Background: an optimization exercise with open tools, aiming at small area. Do not read the settings as production practice. Only simulation tests tie the RTL to the original design; equivalence was not proved.

--- flow/constraint.sdc ---
create_clock -name core_clock -period 9.0 [get_ports {clk}]
set_input_delay 1.8000 -clock core_clock [delete_from_list [all_inputs] [get_ports {clk}]]
set_output_delay 1.8000 -clock core_clock [all_outputs]
set_load 0.01 [all_outputs]
--- flow/design.v ---
module Adder #
(
	parameter data_width = 32
)
(
	output reg [data_width-1:0] out,
	input wire [data_width-1:0] A,B
);
	always @(A or B) begin
		out <= A + B;
	end
endmodule
module Multiplier #
(
	parameter data_width = 32
)
(
	output reg [data_width-1:0] out,
	input wire [data_width-1:0] A,B
);
	always @(A or B) begin
		out <= A * B;
	end
endmodule
module RTL_Register #(
	parameter data_width = 8
)
(
	input wire clk,load,rst,
	input wire [data_width-1:0] d,
	output reg [data_width-1:0] q
);
	always @(posedge clk or posedge rst) begin
		if (rst) q <= 0;
		else if (load) q <= d;
	end
endmodule
module Datapath #(
	parameter a = 2,
	parameter b = 4,
	parameter c = 6,
	parameter data_width = 16
)
(
	output wire [data_width-1:0] y,
	input wire clk,rst,
	input wire load0,load1,load2,
	input wire [data_width-1:0] x
);
	wire [data_width-1:0] x_rtl;
	RTL_Register #(data_width) rtl0 (.clk(clk),.load(load0),.rst(rst),.d(x),.q(x_rtl));
	wire [data_width-1:0] ax;
	wire [data_width-1:0] x1,y1;
	wire [data_width-1:0] x1_rtl,y1_rtl;
	Multiplier #(data_width) mult1(.out(ax),.A(a),.B(x_rtl));						 
	Adder #(data_width) adder1(.out(y1),.A(ax),.B(b));									 
	RTL_Register #(data_width) rtlx1 (.clk(clk),.load(load1),.rst(rst),.d(x_rtl),.q(x1_rtl));
	RTL_Register #(data_width) rtly1 (.clk(clk),.load(load1),.rst(rst),.d(y1),.q(y1_rtl));
	wire [data_width-1:0] x1y1;
	wire [data_width-1:0] y_wire;
	Multiplier #(data_width) mult2(.out(x1y1),.A(x1_rtl),.B(y1_rtl));				 
	Adder #(data_width) adder2(.out(y_wire),.A(x1y1),.B(c));							 
	RTL_Register #(data_width) rtly (.clk(clk),.load(load2),.rst(rst),.d(y_wire),.q(y));
endmodule
module Controller(
	input wire clk,rst,in_valid,
	output reg load0,load1,load2,out_valid,
	output reg [1:0] state
);
	parameter state0 = 2'd0;	 
	parameter state1 = 2'd1;	 
	parameter state2 = 2'd2;	 
	parameter on = 1'd1;
	parameter off = 1'd0;
	always @(posedge clk) begin
		if (rst) begin
			state <= state0;
			load0 <= on;
			load1 <= off;
			load2 <= off;
			out_valid <= off;
		end
		else begin
			case(state)
				state0: begin
						load0 <= on;
						load1 <= off;
						load2 <= off;
						out_valid <= off;
					if (in_valid) begin
						state <= state1;
						load1 <= on;
					end
				end
				state1: begin
					load0 <= on;
					load1 <= on;
					load2 <= off;
					out_valid <= off;
					if (in_valid) begin
						state <= state2;
						load2 <= on;
					end
					else begin
						state <= state0;
					end
				end
				state2: begin
					load0 <= on;
					load1 <= on;
					load2 <= on;
					out_valid <= on;
					if (in_valid) begin
						state <= state2;
					end
					else begin
						state <= state0;
						out_valid <= off;
					end
				end
			endcase
		end
	end
endmodule
module poly_top #(
	parameter a = 2,
	parameter b = 4,
	parameter c = 6,
	parameter data_width = 32
)
(
	input wire clk,rst,
	input wire [data_width-1:0] x,
	input wire in_valid,
	output wire [data_width-1:0] y,
	output wire out_valid,
	output wire [1:0] state
);
	wire load0,load1,load2;
	Controller ctrl(.clk(clk),.rst(rst),.in_valid(in_valid),.load0(load0),.load1(load1),.load2(load2),.out_valid(out_valid),.state(state));
	Datapath #(a,b,c,data_width) dtp(.clk(clk),.rst(rst),.load0(load0),.load1(load1),.load2(load2),.x(x),.y(y));
endmodule
--- flow/config.mk ---
export PLATFORM = sky130hd
export DESIGN_NAME = poly_top
export DESIGN_NICKNAME = poly_top
export VERILOG_FILES = /design/flow/design.v
export SDC_FILE = /design/flow/constraint.sdc
export NUM_CORES = 4
export LEC_CHECK = 0
export CAP_MARGIN = 20
export CORE_MARGIN = 2
export CORE_UTILIZATION = 40
export SLEW_MARGIN = 20
--- flow/run.sh ---
#!/bin/bash
# synth_recipe.tcl (not shown) runs the flow's synth.tcl, then flattens the netlist and writes it again
# the make line also repeats each setting of config.mk as NAME=value (left out here)
make -C /OpenROAD-flow-scripts/flow DESIGN_CONFIG=/design/flow/config.mk WORK_HOME=/design/flow/orfs CLKGATE_MAP_FILE= SYNTH_SCRIPT=/design/flow/synth_recipe.tcl finish
==> summary.txt <==
- Hold-critical path endpoint: dtp.rtly1.q[7]
- Hold Path Class: reg2reg
- Slew HR: 35.9%
- Final HPWL DP: 40000 µm
- Syn Std Cell Area: 0.0205 mm²
- CTS max path bufs: 2
- Crit path buf inv count: 7
- Required time worst endpoint: 9320 ps
- Crit path largest cell delay: 810 ps
- Die ar.: 0.0531 mm²
- CTS tree: built
- Top delay family on crit path: adder cells
- R2R Path End: dtp.rtly.q[31]
- Most common cell after layout, fill and taps aside: inv_1
- Largest net degree at the start of global routing: 88
- Crit-path max FO: 16
- Number of DRC markers in iteration 0: 775
- Final instance area: 0.0225 mm²
- Minimum clock period: 7490 ps
- Status: no timing/DRC/antenna violations
- Antenna viol nets, final: 0
- Total number of vias: 13900
- N_diodes: 0
- Sink Count: 128
- Row cnt: 82
- Area growth, synth to finish: 9.87%
- Post-CTS Setup Inserts: 0
- CTS root buf: clkbuf_16
- Critical R2R Launch: dtp.rtly1.q[8]
- Skew final: 12.7 ps
- Fraction of registers with async set/reset: 96.1%
- Initial antenna violation count: 1
- Top cell type's share of synthesized area: 37.2%
- WS Path Type: reg2reg
- Avg Vias per Cell: 4.83
- Initial Utilization: 40.7%
- Synth cell types: 57
- Die Y: 230 µm
- Worst-Margin Slew: 962 ps
- First-pass GRT wire length: 82500 µm
- Total track usage: 20.0%
- Hold path start: ctrl.load1
- Register area share after synthesis: 15.5%
- Max_cap viols: 0
- Hold_ws: 461 ps
- Hold-fix buffer count after cts: 0
- Nets@finish: 2763
- Remaining DRCs: 0
- Layout cells sized above 1: 5.80%
- Flop-to-flop setup slack: 1510 ps
- Crit start category: flip-flop
- Synth top area cells: fa_1 (37%), dfrtp_1 (15%), ha_1 (9.3%)
- Slew Limit Fails: 0
- RSZ-0062 raised after global routing: false
- Cells after synthesis: 2182
- Final hold vios: 0
- Pre-antenna DRT Iters: 5
- Number of global-route vias before repair: 15100
- Post-synth EDFFs: 0
- Synthesis Warnings: 4
- Clock Pin Slew Worst Setup and Hold Paths: 70 ps
- Max Freq: 133 MHz
- Hold path depth: 1
- DP Area: 0.0219 mm²
- Endpoints failing setup: 0
- Syn Nets: 2751
- Setup TNS: 0 ps
- CTS H-tree lvls: 4
- Clk latency of the worst-skew pair: 460 ps
- Most frequent CP cell: fa_1
- Worst path slowest cell: dfrtp_1
- Avg WL per Cell: 17.2 µm
- Synth area leader: fa_1
- Worst R2R Path Depth: 25
- Final period util: 83.3%
- Die Wd: 230 µm
- Syn avg cell area: 9.40 µm²
- Yosys reg bits: 128
- Post-CTS Resized: 0
- GRT overflow: 0
- I/O Pins: 70
- Most frequent cells in the layout: inv_1 (499), fa_1 (381), and2_1 (271)
- Arrival @ worst endpoint: 7810 ps
- Port bufs: 67
- Final WL: 49600 µm
- Total core area: 0.0504 mm²
- Worst Setup End Kind: flip-flop
- Main synth FF type: dfrtp_1
- GPL Wtd Cong: 0.857
- CTS Buf Count: 17
[cell families (layout without fill, tap and decap cells)]
family,after synthesis,count (layout),share of synthesized area [%]
adders and majority gates,534,534,46.5
AOI/OAI and AO/OA,115,115,3.83
and+or+nand+nor,645,645,15.7
other,1,1,0.0183
xor gates and xnor gates,104,104,4.51
buffers and inverters,603,628,11.1
DFF,128,128,15.5
muxes,52,52,2.85
[worst register-to-register path, stage by stage, from the launching register on]
cell      delay, ps
dfrtp_1         810
nand2_1         190
fa_1            440
inv_1            70
fa_1            430
fa_1            510
inv_1            50
fa_1            490
inv_1            60
fa_1            500
inv_1            50
fa_1            530
inv_1            50
fa_1            470
inv_1            50
fa_1            470
inv_1            40
ha_1            360
a211oi_2        210
nor2_1           90
or4_4           460
a311oi_4        310
a21oi_2         140
o311ai_4        320
and3_1          210
o31ai_2          60
[how the worst max path moves through the flow]
stage | cells past startpoint | slack, ps | startpoint | to
after floorplan | 25 | 1970 | dtp.rtly1.q[5] | dtp.rtly.q[31]
after global placement | 25 | 1520 | dtp.rtly1.q[8] | dtp.rtly.q[31]
after detailed placement | 25 | 1440 | dtp.rtly1.q[8] | dtp.rtly.q[31]
after CTS | 25 | 1440 | dtp.rtly1.q[8] | dtp.rtly.q[31]
after global routing | 25 | 1110 | dtp.rtly1.q[8] | dtp.rtly.q[31]
final | 25 | 1510 | dtp.rtly1.q[8] | dtp.rtly.q[31]
[metal layers]
| layer | part of all wire, % | GRT usage [%] | vias up |
|---|---|---|---|
| met5 | 0 | 0 | - |
| met4 | 2.1 | 5.04 | 0 |
| met3 | 4.9 | 2.79 | 54 |
| met2 | 46 | 32.4 | 329 |
| met1 | 47 | 28.2 | 7082 |
| li1 | - | - | 6428 |
[area by class of cell]
cell class	instances	area [µm²]
Inverter	500	1880
Timing Repair Buffer	96	901
Fill cell	4782	27800
Sequential cell	128	3180
Clock inverter	15	243
Clock buffer	17	425
Multi-Input combinational cell	1451	15100
Tap cell	672	841
[registers in the layout, summed over array words and instances, names as in the netlist]
register        count
ctrl.out_valid      1
dtp.rtly1.q        30
dtp.rtlx1.q        31
dtp.rtly.q         31
ctrl.load1          1
dtp.rtl0.q         31
ctrl.state          2
ctrl.load2          1
[through the flow]
step | utilization, % | std cells | setup WS, ps
floorplan | - | 2182 | 1970
global placement | 43.4 | 2847 | 1520
detailed placement | 43.4 | 2847 | 1440
CTS | 44.7 | 2879 | 1440
global route | 44.7 | 2879 | 1110
finish | 44.7 | 2879 | 1510
[synthesized netlist by cell type, types with 3 or more instances]
cell	number
inv_1	500
and3_1	12
ha_1	153
o211ai_1	4
clkbuf_1	101
nor3_1	8
nor3b_1	3
nand4_1	4
xnor2_1	73
and2_1	271
nor2_1	60
o21ai_0	9
a211oi_1	3
a21oi_2	3
nand2_1	261
o31ai_1	6
nand3_1	15
xor2_1	30
fa_1	381
o21ai_1	3
a21o_1	8
a21oi_1	49
dfxtp_1	5
mux2_2	51
o21a_1	7
dfrtp_1	123
a21boi_1	3

## port drivers added, routing unchanged
No port has a modelled driver above. Below, the same layout with a new extraction and two added sets of constraints.
Step 1, drivers: a clkbuf_16 drives clk and a buf_2 each remaining input, both assumed.
Step 2 times the ports against the registers' clock, not the clock port: input delays grow and output delays shrink by t, the midpoint of the rising clock arrivals with the driver on.
Slacks: no drivers / after step 1 / after step 2; pairs: no drivers / after step 1.
t (ns): 0.495
slack for setup (ns): 1.507 / 1.507 / 1.507
worst hold slack (ns): 0.461 / 0.461 / 0.461
worst setup path at the end: register to register
latest minus earliest clock arrival (ns): 0.013 / 0.013
After both steps this run still meets setup and hold. For this run, drivers alone change the setup slack by 0.000 ns; drivers and shift together by 0.000 ns.
